Source: an optimization exercise on an open RTL-to-GDS flow (aim: small area and a short achievable clock period). Production flows keep margins and buffers that such runs may drop.
Only simulation tests tie the RTL to the original design; equivalence was not proved.

==> flow/design.v (outline; a module is shown in full before it is edited, if it fits) <==
// module STACK_BASED_ALU: 2616 lines
module STACK_BASED_ALU #(parameter n = 32) (input signed [n-1:0] input_data,input clk,input rst,input [2:0] opcode,output reg signed [n-1:0] output_data,output reg overflow,output reg [4:0] sp);
  // ...
==> flow/run.sh <==
#!/bin/bash
# synth_recipe.tcl (not shown) runs the flow's synth.tcl, then flattens the netlist and writes it again
# the make line also repeats each setting of config.mk as NAME=value (left out here)
make -C /OpenROAD-flow-scripts/flow DESIGN_CONFIG=/design/flow/config.mk WORK_HOME=/design/flow/orfs CLKGATE_MAP_FILE= SYNTH_SCRIPT=/design/flow/synth_recipe.tcl finish
==> flow/config.mk <==
export PLATFORM = sky130hd
export DESIGN_NAME = STACK_BASED_ALU
export DESIGN_NICKNAME = STACK_BASED_ALU
export VERILOG_FILES = /design/flow/design.v
export SDC_FILE = /design/flow/constraint.sdc
export NUM_CORES = 4
export LEC_CHECK = 0
export CAP_MARGIN = 20
export CORE_MARGIN = 2
export CORE_UTILIZATION = 30
export SLEW_MARGIN = 20
==> flow/constraint.sdc <==
create_clock -name core_clock -period 14.0 [get_ports {clk}]
set_input_delay 2.8000 -clock core_clock [delete_from_list [all_inputs] [get_ports {clk}]]
set_output_delay 2.8000 -clock core_clock [all_outputs]
set_load 0.01 [all_outputs]
==> impl_metrics.json, run 1 <==
{
  "drv_slew": 0,
  "synth_fa_ha_area_share_pct": 16.2,
  "use_met2_pct": 25.5,
  "die_x_um": 481,
  "final_core_util_pct": 33.1,
  "grt_use_met1_pct": 20.8,
  "busiest_layer": "met2",
  "seq_cell_count": 1061,
  "crit_slowest_cell": "fa_1",
  "gp_congestion": 0.934,
  "critical_path.top_delay_family": "adder cells",
  "grt_max_degree": 310,
  "register_area_um2": 21800,
  "synth.area.mux_share_pct": 14.2,
  "fin_cells": 10286,
  "synth_most_common_cell": "nand2_1",
  "nClkBuffers": 161,
  "status": "finished clean",
  "largest-register": "st",
  "hold_violations": 0,
  "path_buf_inv": 5,
  "synth_commonest_cells": "nand2_1, o21ai_0, dfxtp_1, mux2i_1, clkbuf_1",
  "max-slew-margin-rel_pct": 21.9,
  "met1Wirelength_um": 79200,
  "initial_core_util_pct": 30.1,
  "stdcell_area_um2": 75100,
  "portBuffers": 74,
  "tap_cells": 3009,
  "dpl_worst_slack_ns": 6.33,
  "sh_seq_area_pct": 29.1,
  "ant_nets": 0,
  "synthesis.nets": 8199,
  "io_pins": 75
}
==> inputs of run 2 (changes only) <==
--- a/flow/design.v
+++ b/flow/design.v
@@ -6,22 +6,28 @@
     wire op_mul  = opcode == 3'b101;
     wire op_push = opcode == 3'b110;
     wire op_pop  = opcode == 3'b111;
     wire op_hold = ~(op_push | op_pop);
     wire sp_ge2 = |sp[4:1];
     wire sp_ne0 = |sp;
     wire [31:0] T = st[0];
     wire [31:0] U = st[1];
+    reg [D-1:0] mv_dn, mv_up;
     integer i;
+    always @(*) begin
+        for (i = 0; i < D; i = i + 1) begin
+            mv_dn[i] = op_push & (i < 2 || sp >= i);
+            mv_up[i] = op_pop  & (i < 2 || sp >= i + 2);
+        end
+    end
     always @(posedge clk) begin
-        st[0] <= ({32{op_hold}} & st[0]) | ({32{op_push}} & input_data) | ({32{op_pop}} & st[1]);
-        for (i = 1; i < D-1; i = i + 1)
-            st[i] <= ({32{op_hold}} & st[i]) | ({32{op_push}} & st[i-1]) | ({32{op_pop}} & st[i+1]);
-        st[D-1] <= ({32{~op_push}} & st[D-1]) | ({32{op_push}} & st[D-2]);
+        for (i = 0; i < D-1; i = i + 1)
+            st[i] <= ({32{~(mv_dn[i] | mv_up[i])}} & st[i]) | ({32{mv_dn[i]}} & (i == 0 ? input_data : st[i-1])) | ({32{mv_up[i]}} & st[i+1]);
+        st[D-1] <= ({32{~mv_dn[D-1]}} & st[D-1]) | ({32{mv_dn[D-1]}} & st[D-2]);
     end
     wire [31:0] U_next = ({32{op_hold}} & st[1]) | ({32{op_push}} & st[0]) | ({32{op_pop}} & st[2]);
     wire [32:0] ue = {U_next, 1'b0};
     reg  [15:0] n_one, n_two, n_neg;
     integer g;
     always @(*) begin
         for (g = 0; g < 16; g = g + 1) begin
             n_one[g] = ue[2*g+1] ^ ue[2*g];
@@ -1747,82 +1753,82 @@
     assign s175 = c24 ^ s27 ^ c22;
     assign c176 = (c24 & s27) | (c24 & c22) | (s27 & c22);
     assign s177 = pp7_14 ^ pp8_12 ^ pp9_10;
     assign c178 = (pp7_14 & pp8_12) | (pp7_14 & pp9_10) | (pp8_12 & pp9_10);
     assign s179 = pp10_8 ^ pp11_6 ^ pp12_4;
     assign c180 = (pp10_8 & pp11_6) | (pp10_8 & pp12_4) | (pp11_6 & pp12_4);
     assign s181 = pp13_2 ^ pp14_0 ^ c28;
     assign c182 = (pp13_2 & pp14_0) | (pp13_2 & c28) | (pp14_0 & c28);
-    assign s183 = s33 ^ c26 ^ c170;
-    assign c184 = (s33 & c26) | (s33 & c170) | (c26 & c170);
+    assign s183 = s33 ^ c26 ^ s29;
+    assign c184 = (s33 & c26) | (s33 & s29) | (c26 & s29);
     assign s185 = pp8_13 ^ pp9_11 ^ pp10_9;
     assign c186 = (pp8_13 & pp9_11) | (pp8_13 & pp10_9) | (pp9_11 & pp10_9);
     assign s187 = pp11_7 ^ pp12_5 ^ pp13_3;
     assign c188 = (pp11_7 & pp12_5) | (pp11_7 & pp13_3) | (pp12_5 & pp13_3);
     assign s189 = pp14_1 ^ c34 ^ s39;
     assign c190 = (pp14_1 & c34) | (pp14_1 & s39) | (c34 & s39);
-    assign s191 = c30 ^ c32 ^ c178;
-    assign c192 = (c30 & c32) | (c30 & c178) | (c32 & c178);
+    assign s191 = c30 ^ c32 ^ s35;
+    assign c192 = (c30 & c32) | (c30 & s35) | (c32 & s35);
     assign s193 = pp10_10 ^ pp11_8 ^ pp12_6;
     assign c194 = (pp10_10 & pp11_8) | (pp10_10 & pp12_6) | (pp11_8 & pp12_6);
     assign s195 = pp13_4 ^ pp14_2 ^ pp15_0;
     assign c196 = (pp13_4 & pp14_2) | (pp13_4 & pp15_0) | (pp14_2 & pp15_0);
     assign s197 = c40 ^ s47 ^ c36;
     assign c198 = (c40 & s47) | (c40 & c36) | (s47 & c36);
-    assign s199 = c38 ^ c186 ^ c188;
-    assign c200 = (c38 & c186) | (c38 & c188) | (c186 & c188);
+    assign s199 = c38 ^ s41 ^ s43;
+    assign c200 = (c38 & s41) | (c38 & s43) | (s41 & s43);
     assign s201 = pp11_9 ^ pp12_7 ^ pp13_5;
     assign c202 = (pp11_9 & pp12_7) | (pp11_9 & pp13_5) | (pp12_7 & pp13_5);
     assign s203 = pp14_3 ^ pp15_1 ^ c48;
     assign c204 = (pp14_3 & pp15_1) | (pp14_3 & c48) | (pp15_1 & c48);
     assign s205 = s55 ^ c42 ^ c44;
     assign c206 = (s55 & c42) | (s55 & c44) | (c42 & c44);
-    assign s207 = c46 ^ c194 ^ c196;
-    assign c208 = (c46 & c194) | (c46 & c196) | (c194 & c196);
+    assign s207 = c46 ^ s49 ^ s51;
+    assign c208 = (c46 & s49) | (c46 & s51) | (s49 & s51);
     assign s209 = pp12_8 ^ pp13_6 ^ pp14_4;
     assign c210 = (pp12_8 & pp13_6) | (pp12_8 & pp14_4) | (pp13_6 & pp14_4);
     assign s211 = pp15_2 ^ k1 ^ c56;
     assign c212 = (pp15_2 & k1) | (pp15_2 & c56) | (k1 & c56);
     assign s213 = s63 ^ c50 ^ c52;
     assign c214 = (s63 & c50) | (s63 & c52) | (c50 & c52);
-    assign s215 = c54 ^ c202 ^ s57;
-    assign c216 = (c54 & c202) | (c54 & s57) | (c202 & s57);
+    assign s215 = c54 ^ s57 ^ s59;
+    assign c216 = (c54 & s57) | (c54 & s59) | (s57 & s59);
     assign s217 = pp13_7 ^ pp14_5 ^ pp15_3;
     assign c218 = (pp13_7 & pp14_5) | (pp13_7 & pp15_3) | (pp14_5 & pp15_3);
     assign s219 = pp0_32 ^ k2 ^ c64;
     assign c220 = (pp0_32 & k2) | (pp0_32 & c64) | (k2 & c64);
     assign s221 = s71 ^ c58 ^ c60;
     assign c222 = (s71 & c58) | (s71 & c60) | (c58 & c60);
-    assign s223 = c62 ^ c210 ^ s65;
-    assign c224 = (c62 & c210) | (c62 & s65) | (c210 & s65);
+    assign s223 = c62 ^ s65 ^ s67;
+    assign c224 = (c62 & s65) | (c62 & s67) | (s65 & s67);
     assign s225 = pp12_10 ^ pp13_8 ^ pp14_6;
     assign c226 = (pp12_10 & pp13_8) | (pp12_10 & pp14_6) | (pp13_8 & pp14_6);
     assign s227 = pp15_4 ^ pp1_31 ^ c72;
     assign c228 = (pp15_4 & pp1_31) | (pp15_4 & c72) | (pp1_31 & c72);
     assign s229 = s79 ^ c66 ^ c68;
     assign c230 = (s79 & c66) | (s79 & c68) | (c66 & c68);
-    assign s231 = c70 ^ c218 ^ s73;
-    assign c232 = (c70 & c218) | (c70 & s73) | (c218 & s73);
+    assign s231 = c70 ^ s73 ^ s75;
+    assign c232 = (c70 & s73) | (c70 & s75) | (s73 & s75);
     assign s233 = pp11_13 ^ pp12_11 ^ pp13_9;
     assign c234 = (pp11_13 & pp12_11) | (pp11_13 & pp13_9) | (pp12_11 & pp13_9);
     assign s235 = pp14_7 ^ pp15_5 ^ k3;
     assign c236 = (pp14_7 & pp15_5) | (pp14_7 & k3) | (pp15_5 & k3);
     assign s237 = c80 ^ s85 ^ c74;
     assign c238 = (c80 & s85) | (c80 & c74) | (s85 & c74);
-    assign s239 = c76 ^ c78 ^ c226;
-    assign c240 = (c76 & c78) | (c76 & c226) | (c78 & c226);
+    assign s239 = c76 ^ c78 ^ s81;
+    assign c240 = (c76 & c78) | (c76 & s81) | (c78 & s81);
     assign s241 = pp10_16 ^ pp11_14 ^ pp12_12;
     assign c242 = (pp10_16 & pp11_14) | (pp10_16 & pp12_12) | (pp11_14 & pp12_12);
     assign s243 = pp13_10 ^ pp14_8 ^ pp15_6;
     assign c244 = (pp13_10 & pp14_8) | (pp13_10 & pp15_6) | (pp14_8 & pp15_6);
     assign s245 = pp2_31 ^ c86 ^ s91;
     assign c246 = (pp2_31 & c86) | (pp2_31 & s91) | (c86 & s91);
-    assign s247 = c82 ^ c84 ^ c234;
-    assign c248 = (c82 & c84) | (c82 & c234) | (c84 & c234);
+    assign s247 = c82 ^ c84 ^ s87;
+    assign c248 = (c82 & c84) | (c82 & s87) | (c84 & s87);
     assign s249 = pp9_19 ^ pp10_17 ^ pp11_15;
     assign c250 = (pp9_19 & pp10_17) | (pp9_19 & pp11_15) | (pp10_17 & pp11_15);
     assign s251 = pp12_13 ^ pp13_11 ^ pp14_9;
     assign c252 = (pp12_13 & pp13_11) | (pp12_13 & pp14_9) | (pp13_11 & pp14_9);
     assign s253 = pp15_7 ^ k4 ^ c92;
     assign c254 = (pp15_7 & k4) | (pp15_7 & c92) | (k4 & c92);
     assign s255 = s95 ^ c88 ^ c90;
     assign c256 = (s95 & c88) | (s95 & c90) | (c88 & c90);
@@ -1913,54 +1919,54 @@
     assign s341 = pp3_9 ^ pp4_7 ^ pp5_5;
     assign c342 = (pp3_9 & pp4_7) | (pp3_9 & pp5_5) | (pp4_7 & pp5_5);
     assign s343 = pp6_3 ^ pp7_1;
     assign c344 = pp6_3 & pp7_1;
     assign s345 = pp1_14 ^ pp2_12 ^ pp3_10;
     assign c346 = (pp1_14 & pp2_12) | (pp1_14 & pp3_10) | (pp2_12 & pp3_10);
     assign s347 = pp4_8 ^ pp5_6 ^ pp6_4;
     assign c348 = (pp4_8 & pp5_6) | (pp4_8 & pp6_4) | (pp5_6 & pp6_4);
-    assign s349 = pp7_2 ^ pp8_0 ^ c344;
-    assign c350 = (pp7_2 & pp8_0) | (pp7_2 & c344) | (pp8_0 & c344);
+    assign s349 = pp7_2 ^ pp8_0 ^ s105;
+    assign c350 = (pp7_2 & pp8_0) | (pp7_2 & s105) | (pp8_0 & s105);
     assign s351 = pp2_13 ^ pp3_11 ^ pp4_9;
     assign c352 = (pp2_13 & pp3_11) | (pp2_13 & pp4_9) | (pp3_11 & pp4_9);
     assign s353 = pp5_7 ^ pp6_5 ^ pp7_3;
     assign c354 = (pp5_7 & pp6_5) | (pp5_7 & pp7_3) | (pp6_5 & pp7_3);
     assign s355 = pp8_1 ^ c106 ^ s107;
     assign c356 = (pp8_1 & c106) | (pp8_1 & s107) | (c106 & s107);
     assign s357 = pp4_10 ^ pp5_8 ^ pp6_6;
     assign c358 = (pp4_10 & pp5_8) | (pp4_10 & pp6_6) | (pp5_8 & pp6_6);
     assign s359 = pp7_4 ^ pp8_2 ^ pp9_0;
     assign c360 = (pp7_4 & pp8_2) | (pp7_4 & pp9_0) | (pp8_2 & pp9_0);
-    assign s361 = c108 ^ s111 ^ c352;
-    assign c362 = (c108 & s111) | (c108 & c352) | (s111 & c352);
+    assign s361 = c108 ^ s111 ^ s109;
+    assign c362 = (c108 & s111) | (c108 & s109) | (s111 & s109);
     assign s363 = pp5_9 ^ pp6_7 ^ pp7_5;
     assign c364 = (pp5_9 & pp6_7) | (pp5_9 & pp7_5) | (pp6_7 & pp7_5);
     assign s365 = pp8_3 ^ pp9_1 ^ c112;
     assign c366 = (pp8_3 & pp9_1) | (pp8_3 & c112) | (pp9_1 & c112);
-    assign s367 = s115 ^ c110 ^ c358;
-    assign c368 = (s115 & c110) | (s115 & c358) | (c110 & c358);
+    assign s367 = s115 ^ c110 ^ s113;
+    assign c368 = (s115 & c110) | (s115 & s113) | (c110 & s113);
     assign s369 = pp7_6 ^ pp8_4 ^ pp9_2;
     assign c370 = (pp7_6 & pp8_4) | (pp7_6 & pp9_2) | (pp8_4 & pp9_2);
     assign s371 = pp10_0 ^ c116 ^ s121;
     assign c372 = (pp10_0 & c116) | (pp10_0 & s121) | (c116 & s121);
-    assign s373 = c114 ^ c364 ^ s117;
-    assign c374 = (c114 & c364) | (c114 & s117) | (c364 & s117);
+    assign s373 = c114 ^ s117 ^ s119;
+    assign c374 = (c114 & s117) | (c114 & s119) | (s117 & s119);
     assign s375 = pp8_5 ^ pp9_3 ^ pp10_1;
     assign c376 = (pp8_5 & pp9_3) | (pp8_5 & pp10_1) | (pp9_3 & pp10_1);
     assign s377 = c122 ^ s127 ^ c118;
     assign c378 = (c122 & s127) | (c122 & c118) | (s127 & c118);
-    assign s379 = c120 ^ c370 ^ s123;
-    assign c380 = (c120 & c370) | (c120 & s123) | (c370 & s123);
+    assign s379 = c120 ^ s123 ^ s125;
+    assign c380 = (c120 & s123) | (c120 & s125) | (s123 & s125);
     assign s381 = pp10_2 ^ pp11_0 ^ c128;
     assign c382 = (pp10_2 & pp11_0) | (pp10_2 & c128) | (pp11_0 & c128);
     assign s383 = s135 ^ c124 ^ c126;
     assign c384 = (s135 & c124) | (s135 & c126) | (c124 & c126);
-    assign s385 = c376 ^ s129 ^ s131;
-    assign c386 = (c376 & s129) | (c376 & s131) | (s129 & s131);
+    assign s385 = s129 ^ s131 ^ s133;
+    assign c386 = (s129 & s131) | (s129 & s133) | (s131 & s133);
     assign s387 = pp11_1 ^ c136 ^ s143;
     assign c388 = (pp11_1 & c136) | (pp11_1 & s143) | (c136 & s143);
     assign s389 = c130 ^ c132 ^ c134;
     assign c390 = (c130 & c132) | (c130 & c134) | (c132 & c134);
     assign s391 = s137 ^ s139 ^ s141;
     assign c392 = (s137 & s139) | (s137 & s141) | (s139 & s141);
     assign s393 = c144 ^ s17 ^ c138;
     assign c394 = (c144 & s17) | (c144 & c138) | (s17 & c138);
@@ -1979,88 +1985,88 @@
     assign s407 = s21 ^ s161 ^ s163;
     assign c408 = (s21 & s161) | (s21 & s163) | (s161 & s163);
     assign s409 = s165 ^ c160 ^ s167;
     assign c410 = (s165 & c160) | (s165 & s167) | (c160 & s167);
     assign s411 = c162 ^ c164 ^ c166;
     assign c412 = (c162 & c164) | (c162 & c166) | (c164 & c166);
     assign s413 = s25 ^ s169 ^ s171;
     assign c414 = (s25 & s169) | (s25 & s171) | (s169 & s171);
-    assign s415 = s173 ^ c168 ^ c406;
-    assign c416 = (s173 & c168) | (s173 & c406) | (c168 & c406);
-    assign s417 = c172 ^ c174 ^ s29;
-    assign c418 = (c172 & c174) | (c172 & s29) | (c174 & s29);
+    assign s415 = s173 ^ c168 ^ s175;
+    assign c416 = (s173 & c168) | (s173 & s175) | (c168 & s175);
+    assign s417 = c170 ^ c172 ^ c174;
+    assign c418 = (c170 & c172) | (c170 & c174) | (c172 & c174);
     assign s419 = s31 ^ s177 ^ s179;
     assign c420 = (s31 & s177) | (s31 & s179) | (s177 & s179);
-    assign s421 = s181 ^ c176 ^ c412;
-    assign c422 = (s181 & c176) | (s181 & c412) | (c176 & c412);
-    assign s423 = c180 ^ s35 ^ s37;
-    assign c424 = (c180 & s35) | (c180 & s37) | (s35 & s37);
+    assign s421 = s181 ^ c176 ^ s183;
+    assign c422 = (s181 & c176) | (s181 & s183) | (c176 & s183);
+    assign s423 = c178 ^ c180 ^ s37;
+    assign c424 = (c178 & c180) | (c178 & s37) | (c180 & s37);
     assign s425 = s185 ^ s187 ^ c182;
     assign c426 = (s185 & s187) | (s185 & c182) | (s187 & c182);
-    assign s427 = c184 ^ s189 ^ s191;
-    assign c428 = (c184 & s189) | (c184 & s191) | (s189 & s191);
-    assign s429 = s41 ^ s43 ^ s45;
-    assign c430 = (s41 & s43) | (s41 & s45) | (s43 & s45);
+    assign s427 = s189 ^ c184 ^ s191;
+    assign c428 = (s189 & c184) | (s189 & s191) | (c184 & s191);
+    assign s429 = c186 ^ c188 ^ s45;
+    assign c430 = (c186 & c188) | (c186 & s45) | (c188 & s45);
     assign s431 = s193 ^ s195 ^ c190;
     assign c432 = (s193 & s195) | (s193 & c190) | (s195 & c190);
     assign s433 = c192 ^ s197 ^ s199;
     assign c434 = (c192 & s197) | (c192 & s199) | (s197 & s199);
-    assign s435 = s49 ^ s51 ^ s53;
-    assign c436 = (s49 & s51) | (s49 & s53) | (s51 & s53);
+    assign s435 = c194 ^ c196 ^ s53;
+    assign c436 = (c194 & c196) | (c194 & s53) | (c196 & s53);
     assign s437 = s201 ^ s203 ^ c198;
     assign c438 = (s201 & s203) | (s201 & c198) | (s203 & c198);
     assign s439 = c200 ^ s205 ^ s207;
     assign c440 = (c200 & s205) | (c200 & s207) | (s205 & s207);
-    assign s441 = s59 ^ s61 ^ s209;
-    assign c442 = (s59 & s61) | (s59 & s209) | (s61 & s209);
+    assign s441 = c202 ^ s61 ^ s209;
+    assign c442 = (c202 & s61) | (c202 & s209) | (s61 & s209);
     assign s443 = c204 ^ s211 ^ c206;
     assign c444 = (c204 & s211) | (c204 & c206) | (s211 & c206);
-    assign s445 = c208 ^ s213 ^ c436;
-    assign c446 = (c208 & s213) | (c208 & c436) | (s213 & c436);
-    assign s447 = s67 ^ s69 ^ s217;
-    assign c448 = (s67 & s69) | (s67 & s217) | (s69 & s217);
+    assign s445 = c208 ^ s213 ^ s215;
+    assign c446 = (c208 & s213) | (c208 & s215) | (s213 & s215);
+    assign s447 = c210 ^ s69 ^ s217;
+    assign c448 = (c210 & s69) | (c210 & s217) | (s69 & s217);
     assign s449 = c212 ^ s219 ^ c214;
     assign c450 = (c212 & s219) | (c212 & c214) | (s219 & c214);
-    assign s451 = c216 ^ s221 ^ c442;
-    assign c452 = (c216 & s221) | (c216 & c442) | (s221 & c442);
-    assign s453 = s75 ^ s77 ^ s225;
-    assign c454 = (s75 & s77) | (s75 & s225) | (s77 & s225);
+    assign s451 = c216 ^ s221 ^ s223;
+    assign c452 = (c216 & s221) | (c216 & s223) | (s221 & s223);
+    assign s453 = c218 ^ s77 ^ s225;
+    assign c454 = (c218 & s77) | (c218 & s225) | (s77 & s225);
     assign s455 = c220 ^ s227 ^ c222;
     assign c456 = (c220 & s227) | (c220 & c222) | (s227 & c222);
-    assign s457 = c224 ^ s229 ^ c448;
-    assign c458 = (c224 & s229) | (c224 & c448) | (s229 & c448);
-    assign s459 = s81 ^ s83 ^ s233;
-    assign c460 = (s81 & s83) | (s81 & s233) | (s83 & s233);
+    assign s457 = c224 ^ s229 ^ s231;
+    assign c458 = (c224 & s229) | (c224 & s231) | (s229 & s231);
+    assign s459 = c226 ^ s83 ^ s233;
+    assign c460 = (c226 & s83) | (c226 & s233) | (s83 & s233);
     assign s461 = s235 ^ c228 ^ c230;
     assign c462 = (s235 & c228) | (s235 & c230) | (c228 & c230);
     assign s463 = c232 ^ s237 ^ s239;
     assign c464 = (c232 & s237) | (c232 & s239) | (s237 & s239);
-    assign s465 = c236 ^ s87 ^ s89;
-    assign c466 = (c236 & s87) | (c236 & s89) | (s87 & s89);
+    assign s465 = c234 ^ c236 ^ s89;
+    assign c466 = (c234 & c236) | (c234 & s89) | (c236 & s89);
     assign s467 = s241 ^ s243 ^ c238;
     assign c468 = (s241 & s243) | (s241 & c238) | (s243 & c238);
-    assign s469 = c240 ^ s245 ^ s247;
-    assign c470 = (c240 & s245) | (c240 & s247) | (s245 & s247);
+    assign s469 = s245 ^ c240 ^ s247;
+    assign c470 = (s245 & c240) | (s245 & s247) | (c240 & s247);
     assign s471 = c242 ^ c244 ^ s93;
     assign c472 = (c242 & c244) | (c242 & s93) | (c244 & s93);
     assign s473 = s249 ^ s251 ^ s253;
     assign c474 = (s249 & s251) | (s249 & s253) | (s251 & s253);
     assign s475 = c246 ^ c248 ^ s255;
     assign c476 = (c246 & c248) | (c246 & s255) | (c248 & s255);
     assign s477 = c250 ^ c252 ^ s97;
     assign c478 = (c250 & c252) | (c250 & s97) | (c252 & s97);
     assign s479 = s257 ^ s259 ^ s261;
     assign c480 = (s257 & s259) | (s257 & s261) | (s259 & s261);
     assign s481 = c254 ^ c256 ^ s263;
     assign c482 = (c254 & c256) | (c254 & s263) | (c256 & s263);
-    assign s483 = c98 ^ c258 ^ c260;
-    assign c484 = (c98 & c258) | (c98 & c260) | (c258 & c260);
-    assign s485 = c262 ^ s265 ^ s267;
-    assign c486 = (c262 & s265) | (c262 & s267) | (s265 & s267);
+    assign s483 = c258 ^ c260 ^ c262;
+    assign c484 = (c258 & c260) | (c258 & c262) | (c260 & c262);
+    assign s485 = c98 ^ s265 ^ s267;
+    assign c486 = (c98 & s265) | (c98 & s267) | (s265 & s267);
     assign s487 = s269 ^ c264 ^ s271;
     assign c488 = (s269 & c264) | (s269 & s271) | (c264 & s271);
     assign s489 = s103 ^ c266 ^ c268;
     assign c490 = (s103 & c266) | (s103 & c268) | (c266 & c268);
     assign s491 = c270 ^ s273 ^ s275;
     assign c492 = (c270 & s273) | (c270 & s275) | (s273 & s275);
     assign s493 = s277 ^ s279 ^ c272;
     assign c494 = (s277 & s279) | (s277 & c272) | (s279 & c272);
@@ -2087,24 +2093,24 @@
     assign s515 = c302 ^ s307 ^ c298;
     assign c516 = (c302 & s307) | (c302 & c298) | (s307 & c298);
     assign s517 = c300 ^ s303 ^ s305;
     assign c518 = (c300 & s303) | (c300 & s305) | (s303 & s305);
     assign s519 = pp13_19 ^ pp14_17 ^ pp15_15;
     assign c520 = (pp13_19 & pp14_17) | (pp13_19 & pp15_15) | (pp14_17 & pp15_15);
     assign s521 = k8 ^ c308 ^ s311;
     assign c522 = (k8 & c308) | (k8 & s311) | (c308 & s311);
-    assign s523 = c304 ^ c306 ^ c514;
-    assign c524 = (c304 & c306) | (c304 & c514) | (c306 & c514);
+    assign s523 = c304 ^ c306 ^ s309;
+    assign c524 = (c304 & c306) | (c304 & s309) | (c306 & s309);
     assign s525 = pp12_22 ^ pp13_20 ^ pp14_18;
     assign c526 = (pp12_22 & pp13_20) | (pp12_22 & pp14_18) | (pp13_20 & pp14_18);
     assign s527 = pp15_16 ^ pp7_31 ^ c312;
     assign c528 = (pp15_16 & pp7_31) | (pp15_16 & c312) | (pp7_31 & c312);
-    assign s529 = s315 ^ c310 ^ c520;
-    assign c530 = (s315 & c310) | (s315 & c520) | (c310 & c520);
+    assign s529 = s315 ^ c310 ^ s313;
+    assign c530 = (s315 & c310) | (s315 & s313) | (c310 & s313);
     assign s531 = pp11_25 ^ pp12_23 ^ pp13_21;
     assign c532 = (pp11_25 & pp12_23) | (pp11_25 & pp13_21) | (pp12_23 & pp13_21);
     assign s533 = pp14_19 ^ pp15_17 ^ k9;
     assign c534 = (pp14_19 & pp15_17) | (pp14_19 & k9) | (pp15_17 & k9);
     assign s535 = c316 ^ s317 ^ c314;
     assign c536 = (c316 & s317) | (c316 & c314) | (s317 & c314);
     assign s537 = pp10_28 ^ pp11_26 ^ pp12_24;
     assign c538 = (pp10_28 & pp11_26) | (pp10_28 & pp12_24) | (pp11_26 & pp12_24);
@@ -2145,122 +2151,122 @@
     assign s573 = pp2_4 ^ pp3_2;
     assign c574 = pp2_4 & pp3_2;
     assign s575 = pp0_9 ^ pp1_7 ^ pp2_5;
     assign c576 = (pp0_9 & pp1_7) | (pp0_9 & pp2_5) | (pp1_7 & pp2_5);
     assign s577 = pp3_3 ^ pp4_1;
     assign c578 = pp3_3 & pp4_1;
     assign s579 = pp1_8 ^ pp2_6 ^ pp3_4;
     assign c580 = (pp1_8 & pp2_6) | (pp1_8 & pp3_4) | (pp2_6 & pp3_4);
-    assign s581 = pp4_2 ^ pp5_0 ^ c578;
-    assign c582 = (pp4_2 & pp5_0) | (pp4_2 & c578) | (pp5_0 & c578);
+    assign s581 = pp4_2 ^ pp5_0 ^ s321;
+    assign c582 = (pp4_2 & pp5_0) | (pp4_2 & s321) | (pp5_0 & s321);
     assign s583 = pp2_7 ^ pp3_5 ^ pp4_3;
     assign c584 = (pp2_7 & pp3_5) | (pp2_7 & pp4_3) | (pp3_5 & pp4_3);
     assign s585 = pp5_1 ^ c322 ^ s323;
     assign c586 = (pp5_1 & c322) | (pp5_1 & s323) | (c322 & s323);
     assign s587 = pp4_4 ^ pp5_2 ^ pp6_0;
     assign c588 = (pp4_4 & pp5_2) | (pp4_4 & pp6_0) | (pp5_2 & pp6_0);
-    assign s589 = c324 ^ s327 ^ c584;
-    assign c590 = (c324 & s327) | (c324 & c584) | (s327 & c584);
+    assign s589 = c324 ^ s327 ^ s325;
+    assign c590 = (c324 & s327) | (c324 & s325) | (s327 & s325);
     assign s591 = pp5_3 ^ pp6_1 ^ c328;
     assign c592 = (pp5_3 & pp6_1) | (pp5_3 & c328) | (pp6_1 & c328);
-    assign s593 = s331 ^ c326 ^ c588;
-    assign c594 = (s331 & c326) | (s331 & c588) | (c326 & c588);
+    assign s593 = s331 ^ c326 ^ s329;
+    assign c594 = (s331 & c326) | (s331 & s329) | (c326 & s329);
     assign s595 = pp7_0 ^ c332 ^ s337;
     assign c596 = (pp7_0 & c332) | (pp7_0 & s337) | (c332 & s337);
     assign s597 = c330 ^ s333 ^ s335;
     assign c598 = (c330 & s333) | (c330 & s335) | (s333 & s335);
     assign s599 = c338 ^ s343 ^ c334;
     assign c600 = (c338 & s343) | (c338 & c334) | (s343 & c334);
     assign s601 = c336 ^ s339 ^ s341;
     assign c602 = (c336 & s339) | (c336 & s341) | (s339 & s341);
-    assign s603 = s105 ^ c340 ^ c342;
-    assign c604 = (s105 & c340) | (s105 & c342) | (c340 & c342);
+    assign s603 = c344 ^ c340 ^ c342;
+    assign c604 = (c344 & c340) | (c344 & c342) | (c340 & c342);
     assign s605 = s345 ^ s347 ^ s349;
     assign c606 = (s345 & s347) | (s345 & s349) | (s347 & s349);
     assign s607 = c346 ^ c348 ^ s351;
     assign c608 = (c346 & c348) | (c346 & s351) | (c348 & s351);
     assign s609 = s353 ^ c350 ^ s355;
     assign c610 = (s353 & c350) | (s353 & s355) | (c350 & s355);
-    assign s611 = c354 ^ s109 ^ s357;
-    assign c612 = (c354 & s109) | (c354 & s357) | (s109 & s357);
+    assign s611 = c352 ^ c354 ^ s357;
+    assign c612 = (c352 & c354) | (c352 & s357) | (c354 & s357);
     assign s613 = s359 ^ c356 ^ s361;
     assign c614 = (s359 & c356) | (s359 & s361) | (c356 & s361);
-    assign s615 = c360 ^ s113 ^ s363;
-    assign c616 = (c360 & s113) | (c360 & s363) | (s113 & s363);
+    assign s615 = c358 ^ c360 ^ s363;
+    assign c616 = (c358 & c360) | (c358 & s363) | (c360 & s363);
     assign s617 = s365 ^ c362 ^ s367;
     assign c618 = (s365 & c362) | (s365 & s367) | (c362 & s367);
-    assign s619 = s119 ^ s369 ^ c366;
-    assign c620 = (s119 & s369) | (s119 & c366) | (s369 & c366);
-    assign s621 = c368 ^ s371 ^ c616;
-    assign c622 = (c368 & s371) | (c368 & c616) | (s371 & c616);
-    assign s623 = s125 ^ s375 ^ c372;
-    assign c624 = (s125 & s375) | (s125 & c372) | (s375 & c372);
+    assign s619 = c364 ^ s369 ^ c366;
+    assign c620 = (c364 & s369) | (c364 & c366) | (s369 & c366);
+    assign s621 = s371 ^ c368 ^ s373;
+    assign c622 = (s371 & c368) | (s371 & s373) | (c368 & s373);
+    assign s623 = c370 ^ s375 ^ c372;
+    assign c624 = (c370 & s375) | (c370 & c372) | (s375 & c372);
     assign s625 = c374 ^ s377 ^ s379;
     assign c626 = (c374 & s377) | (c374 & s379) | (s377 & s379);
-    assign s627 = s133 ^ s381 ^ c378;
-    assign c628 = (s133 & s381) | (s133 & c378) | (s381 & c378);
+    assign s627 = c376 ^ s381 ^ c378;
+    assign c628 = (c376 & s381) | (c376 & c378) | (s381 & c378);
     assign s629 = c380 ^ s383 ^ s385;
     assign c630 = (c380 & s383) | (c380 & s385) | (s383 & s385);
     assign s631 = c382 ^ c384 ^ s387;
     assign c632 = (c382 & c384) | (c382 & s387) | (c384 & s387);
     assign s633 = c386 ^ s389 ^ s391;
     assign c634 = (c386 & s389) | (c386 & s391) | (s389 & s391);
     assign s635 = c388 ^ c390 ^ c392;
     assign c636 = (c388 & c390) | (c388 & c392) | (c390 & c392);
     assign s637 = s393 ^ s395 ^ s397;
     assign c638 = (s393 & s395) | (s393 & s397) | (s395 & s397);
     assign s639 = c394 ^ c396 ^ c398;
     assign c640 = (c394 & c396) | (c394 & c398) | (c396 & c398);
     assign s641 = s399 ^ s401 ^ s403;
     assign c642 = (s399 & s401) | (s399 & s403) | (s401 & s403);
     assign s643 = c400 ^ c402 ^ s405;
     assign c644 = (c400 & c402) | (c400 & s405) | (c402 & s405);
-    assign s645 = s407 ^ c404 ^ c640;
-    assign c646 = (s407 & c404) | (s407 & c640) | (c404 & c640);
-    assign s647 = s175 ^ c408 ^ s411;
-    assign c648 = (s175 & c408) | (s175 & s411) | (c408 & s411);
-    assign s649 = s413 ^ c410 ^ c644;
-    assign c650 = (s413 & c410) | (s413 & c644) | (c410 & c644);
-    assign s651 = s183 ^ c414 ^ s417;
-    assign c652 = (s183 & c414) | (s183 & s417) | (c414 & s417);
-    assign s653 = s419 ^ c416 ^ c648;
-    assign c654 = (s419 & c416) | (s419 & c648) | (c416 & c648);
+    assign s645 = s407 ^ c404 ^ s409;
+    assign c646 = (s407 & c404) | (s407 & s409) | (c404 & s409);
+    assign s647 = c406 ^ c408 ^ s411;
+    assign c648 = (c406 & c408) | (c406 & s411) | (c408 & s411);
+    assign s649 = s413 ^ c410 ^ s415;
+    assign c650 = (s413 & c410) | (s413 & s415) | (c410 & s415);
+    assign s651 = c412 ^ c414 ^ s417;
+    assign c652 = (c412 & c414) | (c412 & s417) | (c414 & s417);
+    assign s653 = s419 ^ c416 ^ s421;
+    assign c654 = (s419 & c416) | (s419 & s421) | (c416 & s421);
     assign s655 = c418 ^ c420 ^ s423;
     assign c656 = (c418 & c420) | (c418 & s423) | (c420 & s423);
     assign s657 = s425 ^ c422 ^ s427;
     assign c658 = (s425 & c422) | (s425 & s427) | (c422 & s427);
     assign s659 = c424 ^ c426 ^ s429;
     assign c660 = (c424 & c426) | (c424 & s429) | (c426 & s429);
     assign s661 = s431 ^ c428 ^ s433;
     assign c662 = (s431 & c428) | (s431 & s433) | (c428 & s433);
     assign s663 = c430 ^ s435 ^ c432;
     assign c664 = (c430 & s435) | (c430 & c432) | (s435 & c432);
-    assign s665 = c434 ^ s437 ^ s439;
-    assign c666 = (c434 & s437) | (c434 & s439) | (s437 & s439);
-    assign s667 = s215 ^ s441 ^ c438;
-    assign c668 = (s215 & s441) | (s215 & c438) | (s441 & c438);
-    assign s669 = c440 ^ s443 ^ s445;
-    assign c670 = (c440 & s443) | (c440 & s445) | (s443 & s445);
-    assign s671 = s223 ^ s447 ^ c444;
-    assign c672 = (s223 & s447) | (s223 & c444) | (s447 & c444);
-    assign s673 = c446 ^ s449 ^ s451;
-    assign c674 = (c446 & s449) | (c446 & s451) | (s449 & s451);
-    assign s675 = s231 ^ s453 ^ c450;
-    assign c676 = (s231 & s453) | (s231 & c450) | (s453 & c450);
-    assign s677 = c452 ^ s455 ^ s457;
-    assign c678 = (c452 & s455) | (c452 & s457) | (s455 & s457);
+    assign s665 = s437 ^ c434 ^ s439;
+    assign c666 = (s437 & c434) | (s437 & s439) | (c434 & s439);
+    assign s667 = c436 ^ s441 ^ c438;
+    assign c668 = (c436 & s441) | (c436 & c438) | (s441 & c438);
+    assign s669 = s443 ^ c440 ^ s445;
+    assign c670 = (s443 & c440) | (s443 & s445) | (c440 & s445);
+    assign s671 = c442 ^ s447 ^ c444;
+    assign c672 = (c442 & s447) | (c442 & c444) | (s447 & c444);
+    assign s673 = s449 ^ c446 ^ s451;
+    assign c674 = (s449 & c446) | (s449 & s451) | (c446 & s451);
+    assign s675 = c448 ^ s453 ^ c450;
+    assign c676 = (c448 & s453) | (c448 & c450) | (s453 & c450);
+    assign s677 = s455 ^ c452 ^ s457;
+    assign c678 = (s455 & c452) | (s455 & s457) | (c452 & s457);
     assign s679 = c454 ^ s459 ^ c456;
     assign c680 = (c454 & s459) | (c454 & c456) | (s459 & c456);
-    assign s681 = c458 ^ s461 ^ s463;
-    assign c682 = (c458 & s461) | (c458 & s463) | (s461 & s463);
+    assign s681 = s461 ^ c458 ^ s463;
+    assign c682 = (s461 & c458) | (s461 & s463) | (c458 & s463);
     assign s683 = c460 ^ s465 ^ c462;
     assign c684 = (c460 & s465) | (c460 & c462) | (s465 & c462);
-    assign s685 = c464 ^ s467 ^ s469;
-    assign c686 = (c464 & s467) | (c464 & s469) | (s467 & s469);
+    assign s685 = s467 ^ c464 ^ s469;
+    assign c686 = (s467 & c464) | (s467 & s469) | (c464 & s469);
     assign s687 = c466 ^ s471 ^ s473;
     assign c688 = (c466 & s471) | (c466 & s473) | (s471 & s473);
     assign s689 = c468 ^ c470 ^ s475;
     assign c690 = (c468 & c470) | (c468 & s475) | (c470 & s475);
     assign s691 = c472 ^ s477 ^ s479;
     assign c692 = (c472 & s477) | (c472 & s479) | (s477 & s479);
     assign s693 = c474 ^ c476 ^ s481;
     assign c694 = (c474 & c476) | (c474 & s481) | (c476 & s481);
@@ -2283,22 +2289,22 @@
     assign s711 = s507 ^ c502 ^ c504;
     assign c712 = (s507 & c502) | (s507 & c504) | (c502 & c504);
     assign s713 = c506 ^ s509 ^ s511;
     assign c714 = (c506 & s509) | (c506 & s511) | (s509 & s511);
     assign s715 = s513 ^ c508 ^ c510;
     assign c716 = (s513 & c508) | (s513 & c510) | (c508 & c510);
     assign s717 = c512 ^ s515 ^ s517;
     assign c718 = (c512 & s515) | (c512 & s517) | (s515 & s517);
-    assign s719 = s309 ^ s519 ^ c516;
-    assign c720 = (s309 & s519) | (s309 & c516) | (s519 & c516);
+    assign s719 = c514 ^ s519 ^ c516;
+    assign c720 = (c514 & s519) | (c514 & c516) | (s519 & c516);
     assign s721 = s521 ^ c518 ^ s523;
     assign c722 = (s521 & c518) | (s521 & s523) | (c518 & s523);
-    assign s723 = s313 ^ s525 ^ s527;
-    assign c724 = (s313 & s525) | (s313 & s527) | (s525 & s527);
+    assign s723 = c520 ^ s525 ^ s527;
+    assign c724 = (c520 & s525) | (c520 & s527) | (s525 & s527);
     assign s725 = c522 ^ c524 ^ s529;
     assign c726 = (c522 & c524) | (c522 & s529) | (c524 & s529);
     assign s727 = c526 ^ s531 ^ s533;
     assign c728 = (c526 & s531) | (c526 & s533) | (s531 & s533);
     assign s729 = c528 ^ c530 ^ s535;
     assign c730 = (c528 & c530) | (c528 & s535) | (c530 & s535);
     assign s731 = c532 ^ c534 ^ s537;
     assign c732 = (c532 & c534) | (c532 & s537) | (c534 & s537);
@@ -2347,54 +2353,54 @@
     assign s775 = pp1_4 ^ pp2_2 ^ pp3_0;
     assign c776 = (pp1_4 & pp2_2) | (pp1_4 & pp3_0) | (pp2_2 & pp3_0);
     assign s777 = pp2_3 ^ pp3_1 ^ c568;
     assign c778 = (pp2_3 & pp3_1) | (pp2_3 & c568) | (pp3_1 & c568);
     assign s779 = pp4_0 ^ c570 ^ s573;
     assign c780 = (pp4_0 & c570) | (pp4_0 & s573) | (c570 & s573);
     assign s781 = c574 ^ s577 ^ c572;
     assign c782 = (c574 & s577) | (c574 & c572) | (s577 & c572);
-    assign s783 = s321 ^ c576 ^ s579;
-    assign c784 = (s321 & c576) | (s321 & s579) | (c576 & s579);
+    assign s783 = c578 ^ c576 ^ s579;
+    assign c784 = (c578 & c576) | (c578 & s579) | (c576 & s579);
     assign s785 = c580 ^ s583 ^ c582;
     assign c786 = (c580 & s583) | (c580 & c582) | (s583 & c582);
-    assign s787 = s325 ^ s587 ^ c586;
-    assign c788 = (s325 & s587) | (s325 & c586) | (s587 & c586);
-    assign s789 = s329 ^ s591 ^ c590;
-    assign c790 = (s329 & s591) | (s329 & c590) | (s591 & c590);
-    assign s791 = c592 ^ c594 ^ s595;
-    assign c792 = (c592 & c594) | (c592 & s595) | (c594 & s595);
+    assign s787 = c584 ^ s587 ^ c586;
+    assign c788 = (c584 & s587) | (c584 & c586) | (s587 & c586);
+    assign s789 = c588 ^ s591 ^ c590;
+    assign c790 = (c588 & s591) | (c588 & c590) | (s591 & c590);
+    assign s791 = c592 ^ s595 ^ c594;
+    assign c792 = (c592 & s595) | (c592 & c594) | (s595 & c594);
     assign s793 = c596 ^ c598 ^ s599;
     assign c794 = (c596 & c598) | (c596 & s599) | (c598 & s599);
     assign s795 = c600 ^ c602 ^ s603;
     assign c796 = (c600 & c602) | (c600 & s603) | (c602 & s603);
     assign s797 = c604 ^ s607 ^ c606;
     assign c798 = (c604 & s607) | (c604 & c606) | (s607 & c606);
     assign s799 = c608 ^ s611 ^ c610;
     assign c800 = (c608 & s611) | (c608 & c610) | (s611 & c610);
     assign s801 = c612 ^ s615 ^ c614;
     assign c802 = (c612 & s615) | (c612 & c614) | (s615 & c614);
-    assign s803 = s373 ^ s619 ^ c618;
-    assign c804 = (s373 & s619) | (s373 & c618) | (s619 & c618);
+    assign s803 = c616 ^ s619 ^ c618;
+    assign c804 = (c616 & s619) | (c616 & c618) | (s619 & c618);
     assign s805 = c620 ^ s623 ^ c622;
     assign c806 = (c620 & s623) | (c620 & c622) | (s623 & c622);
     assign s807 = c624 ^ s627 ^ c626;
     assign c808 = (c624 & s627) | (c624 & c626) | (s627 & c626);
     assign s809 = c628 ^ s631 ^ c630;
     assign c810 = (c628 & s631) | (c628 & c630) | (s631 & c630);
     assign s811 = c632 ^ c634 ^ s635;
     assign c812 = (c632 & c634) | (c632 & s635) | (c634 & s635);
     assign s813 = c636 ^ c638 ^ s639;
     assign c814 = (c636 & c638) | (c636 & s639) | (c638 & s639);
-    assign s815 = s409 ^ s643 ^ c642;
-    assign c816 = (s409 & s643) | (s409 & c642) | (s643 & c642);
-    assign s817 = s415 ^ s647 ^ c646;
-    assign c818 = (s415 & s647) | (s415 & c646) | (s647 & c646);
-    assign s819 = s421 ^ s651 ^ c650;
-    assign c820 = (s421 & s651) | (s421 & c650) | (s651 & c650);
+    assign s815 = c640 ^ s643 ^ c642;
+    assign c816 = (c640 & s643) | (c640 & c642) | (s643 & c642);
+    assign s817 = c644 ^ s647 ^ c646;
+    assign c818 = (c644 & s647) | (c644 & c646) | (s647 & c646);
+    assign s819 = c648 ^ s651 ^ c650;
+    assign c820 = (c648 & s651) | (c648 & c650) | (s651 & c650);
     assign s821 = c652 ^ s655 ^ c654;
     assign c822 = (c652 & s655) | (c652 & c654) | (s655 & c654);
     assign s823 = c656 ^ s659 ^ c658;
     assign c824 = (c656 & s659) | (c656 & c658) | (s659 & c658);
     assign s825 = c660 ^ s663 ^ c662;
     assign c826 = (c660 & s663) | (c660 & c662) | (s663 & c662);
     assign s827 = c664 ^ s667 ^ c666;
     assign c828 = (c664 & s667) | (c664 & c666) | (s667 & c666);
@@ -2453,42 +2459,42 @@
     assign s881 = pp15_29 ^ k15;
     assign c882 = pp15_29 & k15;
     assign s883 = pp14_32 ^ pp15_30;
     assign c884 = pp14_32 & pp15_30;
     assign s885 = b_neg[1] ^ pp0_2;
     assign c886 = b_neg[1] & pp0_2;
     assign s887 = pp0_3 ^ pp1_1;
     assign c888 = pp0_3 & pp1_1;
-    assign s889 = pp1_2 ^ pp2_0 ^ c888;
-    assign c890 = (pp1_2 & pp2_0) | (pp1_2 & c888) | (pp2_0 & c888);
+    assign s889 = pp1_2 ^ pp2_0 ^ s771;
+    assign c890 = (pp1_2 & pp2_0) | (pp1_2 & s771) | (pp2_0 & s771);
     assign s891 = pp2_1 ^ c772 ^ s773;
     assign c892 = (pp2_1 & c772) | (pp2_1 & s773) | (c772 & s773);
     assign s893 = c774 ^ s567 ^ s775;
     assign c894 = (c774 & s567) | (c774 & s775) | (s567 & s775);
     assign s895 = s569 ^ c776 ^ s777;
     assign c896 = (s569 & c776) | (s569 & s777) | (c776 & s777);
     assign s897 = s571 ^ c778 ^ s779;
     assign c898 = (s571 & c778) | (s571 & s779) | (c778 & s779);
     assign s899 = s575 ^ c780 ^ s781;
     assign c900 = (s575 & c780) | (s575 & s781) | (c780 & s781);
-    assign s901 = s581 ^ c782 ^ s783;
-    assign c902 = (s581 & c782) | (s581 & s783) | (c782 & s783);
+    assign s901 = c782 ^ s581 ^ s783;
+    assign c902 = (c782 & s581) | (c782 & s783) | (s581 & s783);
     assign s903 = s585 ^ c784 ^ s785;
     assign c904 = (s585 & c784) | (s585 & s785) | (c784 & s785);
     assign s905 = s589 ^ c786 ^ s787;
     assign c906 = (s589 & c786) | (s589 & s787) | (c786 & s787);
     assign s907 = s593 ^ c788 ^ s789;
     assign c908 = (s593 & c788) | (s593 & s789) | (c788 & s789);
     assign s909 = s597 ^ c790 ^ s791;
     assign c910 = (s597 & c790) | (s597 & s791) | (c790 & s791);
     assign s911 = s601 ^ c792 ^ s793;
     assign c912 = (s601 & c792) | (s601 & s793) | (c792 & s793);
-    assign s913 = s605 ^ c794 ^ s795;
-    assign c914 = (s605 & c794) | (s605 & s795) | (c794 & s795);
+    assign s913 = c794 ^ s605 ^ s795;
+    assign c914 = (c794 & s605) | (c794 & s795) | (s605 & s795);
     assign s915 = c796 ^ s609 ^ s797;
     assign c916 = (c796 & s609) | (c796 & s797) | (s609 & s797);
     assign s917 = s613 ^ c798 ^ s799;
     assign c918 = (s613 & c798) | (s613 & s799) | (c798 & s799);
     assign s919 = s617 ^ c800 ^ s801;
     assign c920 = (s617 & c800) | (s617 & s801) | (c800 & s801);
     assign s921 = s621 ^ c802 ^ s803;
     assign c922 = (s621 & c802) | (s621 & s803) | (c802 & s803);
@@ -2497,18 +2503,18 @@
     assign s925 = s629 ^ c806 ^ s807;
     assign c926 = (s629 & c806) | (s629 & s807) | (c806 & s807);
     assign s927 = s633 ^ c808 ^ s809;
     assign c928 = (s633 & c808) | (s633 & s809) | (c808 & s809);
     assign s929 = s637 ^ c810 ^ s811;
     assign c930 = (s637 & c810) | (s637 & s811) | (c810 & s811);
     assign s931 = s641 ^ c812 ^ s813;
     assign c932 = (s641 & c812) | (s641 & s813) | (c812 & s813);
-    assign s933 = s645 ^ c814 ^ s815;
-    assign c934 = (s645 & c814) | (s645 & s815) | (c814 & s815);
+    assign s933 = c814 ^ s645 ^ s815;
+    assign c934 = (c814 & s645) | (c814 & s815) | (s645 & s815);
     assign s935 = s649 ^ c816 ^ s817;
     assign c936 = (s649 & c816) | (s649 & s817) | (c816 & s817);
     assign s937 = s653 ^ c818 ^ s819;
     assign c938 = (s653 & c818) | (s653 & s819) | (c818 & s819);
     assign s939 = s657 ^ c820 ^ s821;
     assign c940 = (s657 & c820) | (s657 & s821) | (c820 & s821);
     assign s941 = s661 ^ c822 ^ s823;
     assign c942 = (s661 & c822) | (s661 & s823) | (c822 & s823);
@@ -2571,30 +2577,33 @@
     assign s999 = c770 ^ s881 ^ c880;
     assign c1000 = (c770 & s881) | (c770 & c880) | (s881 & c880);
     assign s1001 = pp14_31 ^ c882 ^ s883;
     assign c1002 = (pp14_31 & c882) | (pp14_31 & s883) | (c882 & s883);
     assign s1003 = k16 ^ c884;
     assign c1004 = k16 & c884;
     assign s1005 = pp15_32 ^ pp15_31;
     assign c1006 = pp15_32 & pp15_31;
-    wire [63:0] mA = {1'b1, s1005, s1003, s1001, c998, c996, c994, s993, c990, c988, c986, c984, s983, c980, c978, c976, c974, c972, c970, c968, c966, c964, c962, c960, c958, c956, c954, c952, c950, c948, c946, c944, c942, c940, c938, c936, c934, c932, c930, c928, c926, c924, c922, c920, c918, c916, c914, c912, c910, c908, c906, c904, c902, c900, c898, c896, c894, c892, c890, s771, c886, pp1_0, pp0_1, b_neg[0]};
-    wire [63:0] mB = {c1006, c1004, c1002, c1000, s999, s997, s995, c992, s991, s989, s987, s985, c982, s981, s979, s977, s975, s973, s971, s969, s967, s965, s963, s961, s959, s957, s955, s953, s951, s949, s947, s945, s943, s941, s939, s937, s935, s933, s931, s929, s927, s925, s923, s921, s919, s917, s915, s913, s911, s909, s907, s905, s903, s901, s899, s897, s895, s893, s891, s889, s887, s885, 1'b0, pp0_0};
-    wire [32:0] plo = {1'b0, mA[31:0]} + {1'b0, mB[31:0]};
-    wire [31:0] prod = plo[31:0];
-    wire cy32 = plo[32];
+    wire [63:0] mA = {c1006, c1004, c1002, c1000, c998, c996, c994, c992, c990, c988, c986, c984, c982, c980, c978, c976, c974, c972, c970, c968, c966, c964, c962, c960, c958, c956, c954, c952, c950, c948, c946, c944, c942, c940, c938, c936, c934, c932, c930, c928, c926, c924, c922, c920, c918, c916, c914, c912, c910, c908, c906, c904, c902, c900, c898, c896, c894, c892, c890, c888, c886, pp1_0, pp0_1, b_neg[0]};
+    wire [63:0] mB = {1'b1, s1005, s1003, s1001, s999, s997, s995, s993, s991, s989, s987, s985, s983, s981, s979, s977, s975, s973, s971, s969, s967, s965, s963, s961, s959, s957, s955, s953, s951, s949, s947, s945, s943, s941, s939, s937, s935, s933, s931, s929, s927, s925, s923, s921, s919, s917, s915, s913, s911, s909, s907, s905, s903, s901, s899, s897, s895, s893, s891, s889, s887, s885, 1'b0, pp0_0};
+    wire [31:0] plo = mA[30:0] + mB[30:0];           
+    wire c31 = plo[31];
+    wire x31 = mA[31] ^ mB[31];
+    wire [31:0] prod = {x31 ^ c31, plo[30:0]};
     wire [31:0] hA = mA[63:32], hB = mB[63:32];
     wire [31:0] hx = hA ^ hB;
     wire [31:0] ho = hA | hB;
     wire [31:0] ha = hA & hB;
     wire z_rest = &(hx[31:1] ~^ ho[30:0]);
     wire o_rest = &(hx[31:1] ^ ha[30:0]);
-    wire all0 = z_rest & (cy32 == hx[0]) & ~prod[31];
-    wire all1 = o_rest & (cy32 != hx[0]) & prod[31];
-    wire mul_ov = ~(all0 | all1);
+    wire g31 = mA[31] & mB[31];
+    wire p31 = mA[31] | mB[31];
+    wire ov_c0 = ~((z_rest & (g31 == hx[0]) & ~x31) | (o_rest & (g31 != hx[0]) & x31));
+    wire ov_c1 = ~((z_rest & (p31 == hx[0]) & x31) | (o_rest & (p31 != hx[0]) & ~x31));
+    wire mul_ov = c31 ? ov_c1 : ov_c0;
     wire [31:0] sum = T + U;
     wire add_ov = (T[31] == U[31]) && (sum[31] != T[31]);
     always @(posedge clk or posedge rst) begin
         if (rst) begin
             sp <= 5'd0;
             output_data <= 32'd0;
             overflow <= 1'b0;
         end else begin
==> flow/config.mk (replaced) <==
export PLATFORM = sky130hd
export DESIGN_NAME = STACK_BASED_ALU
export DESIGN_NICKNAME = STACK_BASED_ALU
export VERILOG_FILES = /design/flow/design.v
export SDC_FILE = /design/flow/constraint.sdc
export NUM_CORES = 4
export LEC_CHECK = 0
export CAP_MARGIN = 20
export CORE_MARGIN = 2
export CORE_UTILIZATION = 40
export SLEW_MARGIN = 20
==> run 2 against run 1 <==
Net effect:
- first-iteration DRC count increased by 40%
- largest cell class unchanged
- die area decreased by 28%
- design area decreased by 4.6%
- count of clock-buffer cells in the layout decreased by 1
- worst setup slack improved by 0.043 ns
==> impl_metrics.json, run 2 <==
{
  "grt_use_met1_pct": 39.5,
  "syn-instance-count": 7595,
  "stdcell_area_um2": 71600,
  "rows": 148,
  "synthArstFlopShare_pct": 3.58,
  "synthesis.nets": 8257,
  "rsz0062_at_grt": "no",
  "clock_latency_ns": 0.72,
  "wl_per_cell_um": 23.9,
  "synth_most_common_cell": "nand2_1",
  "met3_usage_pct": 7.02,
  "cts.sinks": 1061,
  "portBuffers": 74,
  "placed_area_um2": 67900,
  "synth_top_area_share_pct": 30.4,
  "yosysTopAreaCell": "dfxtp_1",
  "cts_root_buf": "clkbuf_16",
  "die_x_um": 408,
  "crit_type": "register to register",
  "fin_nets": 7988,
  "max-slew-margin-rel_pct": 27.4,
  "final_cell_mix": "nand2_1, a22oi_1, dfxtp_1, inv_1, fa_1",
  "initial_core_util_pct": 40.2,
  "hold_class": "register to register",
  "drt_iter0_drc": 7020,
  "setup_viol": 0,
  "grt_antenna_before_repair": 6,
  "drv_cap": 0,
  "ant_nets": 0,
  "post-route-period-util_pct": 50.9,
  "first_pass_iters": 7,
  "hpwl_um": 145000,
  "cp.required_ns": 14.59,
  "cts_tree": "yes",
  "largest-register": "st",
  "arrival_ns": 7.72,
  "reg_top3": "st x959, output_data x32, b_two x16",
  "synth.area.top_cells": "dfxtp_1, a22oi_1, fa_1, nand2_1, xnor2_1",
  "hold_violations": 0,
  "wl_um": 229000,
  "first_global_vias": 54179,
  "fin_tns_setup_ns": 0,
  "ctsResizeCount": 0,
  "fp.dieH_um": 408,
  "gr-total-overflow": 0,
  "drive_above_1_share_pct": 6.04,
  "gp_congestion": 0.928,
  "mappedNetlistArea_um2": 65200,
  "yosys_warnings": 2,
  "synth_cell_type_count": 71,
  "grt_pass1_wl_um": 349000,
  "drc": 0,
  "use_met2_pct": 38.1,
  "ys_ff_latch": 1061,
  "ys_seq_area_share_pct": 33.3,
  "tightestPinTransition_ns": 1.09,
  "post-cts-setup-buffers": 0,
  "timing.final.crit_period_ns": 7.13,
  "drv_slew": 0,
  "vias": 56256,
  "final_common_cell": "nand2_1",
  "clkTransAtPathRegs_ns": 0.08,
  "fmaxAchievable_mhz": 140,
  "areaGrowthSynthToFinish_pct": 9.81,
  "fill_cells": 15672,
  "ctsHoldBuffers": 0,
  "core_um2": 162000,
  "grt_max_degree": 80,
  "fin_skew_ns": 0.0196,
  "dieArea_um2": 166000,
  "vias_per_cell": 5.86,
  "largest_reg_flops": 959,
  "busiest_layer": "met1",
  "status": "finished clean",
  "max-clock-path-buffers": 3,
  "critPathCaptureType": "register",
  "synth_commonest_cells": "nand2_1, a22oi_1, dfxtp_1, clkbuf_1, inv_1",
  "io_pins": 75,
  "avgSynthCellArea_um2": 8.59,
  "crit_fanout": 25,
  "start_kind": "register",
  "grtUsageTotal_pct": 26.8,
  "ys_dominant_reg_cell": "dfxtp_1",
  "htreeDepth": 3,
  "synth_edf_count": 32,
  "cts_inserted_buffers": 108
}
-- run 2: cell count changes in the layout (fill, tap and decap cells not counted), sizes merged, moves of 17 or more --
| cell | before | now |
|---|---|---|
| nand2 | 1064 | 1961 |
| nor2 | 85 | 155 |
| a22oi | 498 | 1394 |
| buf | 115 | 170 |
| o21ai | 1037 | 155 |
| a21oi | 89 | 106 |
| xor2 | 243 | 269 |
| a21o | 47 | 27 |
| mux2i | 966 | 73 |
| xnor2 | 422 | 391 |
| inv | 568 | 524 |
-- run 2: path summary, 6_finish.rpt --
| path | startpoint | endpoint | slack (ns) | cells past startpoint |
|---|---|---|---|---|
| min | register | st[29][31] | 0.45 | 2 |
| max reg2reg | st[0][25] | overflow | 6.87 | 20 |
| max in group asynchronous | rst | output_data[12] | 10.83 | 3 |
| min reg2reg | register | st[29][31] | 0.45 | 2 |
| min in group asynchronous | rst | output_data[5] | 2.58 | 3 |
| max | st[0][25] | overflow | 6.87 | 20 |
-- run 2: metal layers --
layer	routed length (um)	up-vias
li1	-	25113
met1	102000	27577
met2	93700	2981
met3	25400	581
met4	7750	4
met5	27	-
-- run 2: cell families after synthesis --
kind of cell               Yosys count  share of synthesized area (%)
xor gates and xnor gates           660                           8.86
AOI/OAI and AO/OA                 1783                           19.6
buffers and inverters             1144                           6.62
DFF                               1061                           33.3
and+or+nand+nor                   2246                           13.4
muxes                               75                           1.15
adders and majority gates          626                           17.0
-- run 2: final cells by class --
cell class	count	area, um2	share of cell area [%]
sequential	1061	21800	30.4
tap	2175	2720	3.80
clock buffer	160	3200	4.47
inverter	522	1960	2.74
antenna	3	7.51	0.0105
timing repair buffer	243	2010	2.81
multi-input combinational	5390	39500	55.1
clock inverter	40	488	0.681
-- run 2: worst max-delay path, cell delays in order (launching register included) --
cell and delay [ns]:
dfxtp_1 0.77, buf_4 0.52, a22oi_1 0.17, xnor2_1 0.22
fa_1 0.47, fa_1 0.51, fa_1 0.53, fa_1 0.46
fa_1 0.53, fa_1 0.58, inv_1 0.05, ha_1 0.33
xnor2_1 0.15, nor4_1 0.32, nand4_1 0.14, nor2_1 0.16
and3_1 0.16, o21ai_0 0.19, or4_1 0.46, a31oi_1 0.19
a21oi_1 0.06
-- run 2: stage by stage --
step                      utilization [%]  instances  worst slack [ns]  hold slack, ns
final                                44.1       9594              6.87           0.454
after global routing                 44.1       9591              6.56           0.466
after CTS                            44.1       9591              6.92           0.447
after detailed placement             41.8       9391              6.96           0.443
after global placement               41.8       9391              6.99           0.435
after floorplan                         -       7595              7.73           0.431

==> afterwards: timing with drivers on the ports <==
No port has a modelled driver above. Below, the same layouts with a new extraction and two added sets of constraints. Step 1, drivers: a clkbuf_16 drives clk and a buf_2 each remaining input, both assumed. Step 2, shift: input delay + t, output delay - t, t = (earliest + latest rising clock arrival at the registers) / 2. This alone moves slack from input paths to output paths. a / b / c = ideal / step 1 / step 2; a / b = the first two.
| run | shift t [ns] | slack for setup (ns) | hold slack, ns | latest minus earliest clock arrival (ns) | worst register clock-pin slew, ns |
|---|---|---|---|---|---|
| run 1 | 0.825 | 6.831 / 6.831 / 6.516 | 0.459 / 0.459 / 0.459 | 0.062 / 0.062 | 0.08 / 0.08 |
| run 2 | 0.778 | 6.874 / 6.874 / 6.874 | 0.454 / 0.454 / 0.454 | 0.024 / 0.023 | 0.08 / 0.08 |
After both steps every run listed still meets setup and hold. The setup slack of run 1, which loses most, moves by 0.000 ns with the drivers and by -0.315 ns with both steps.
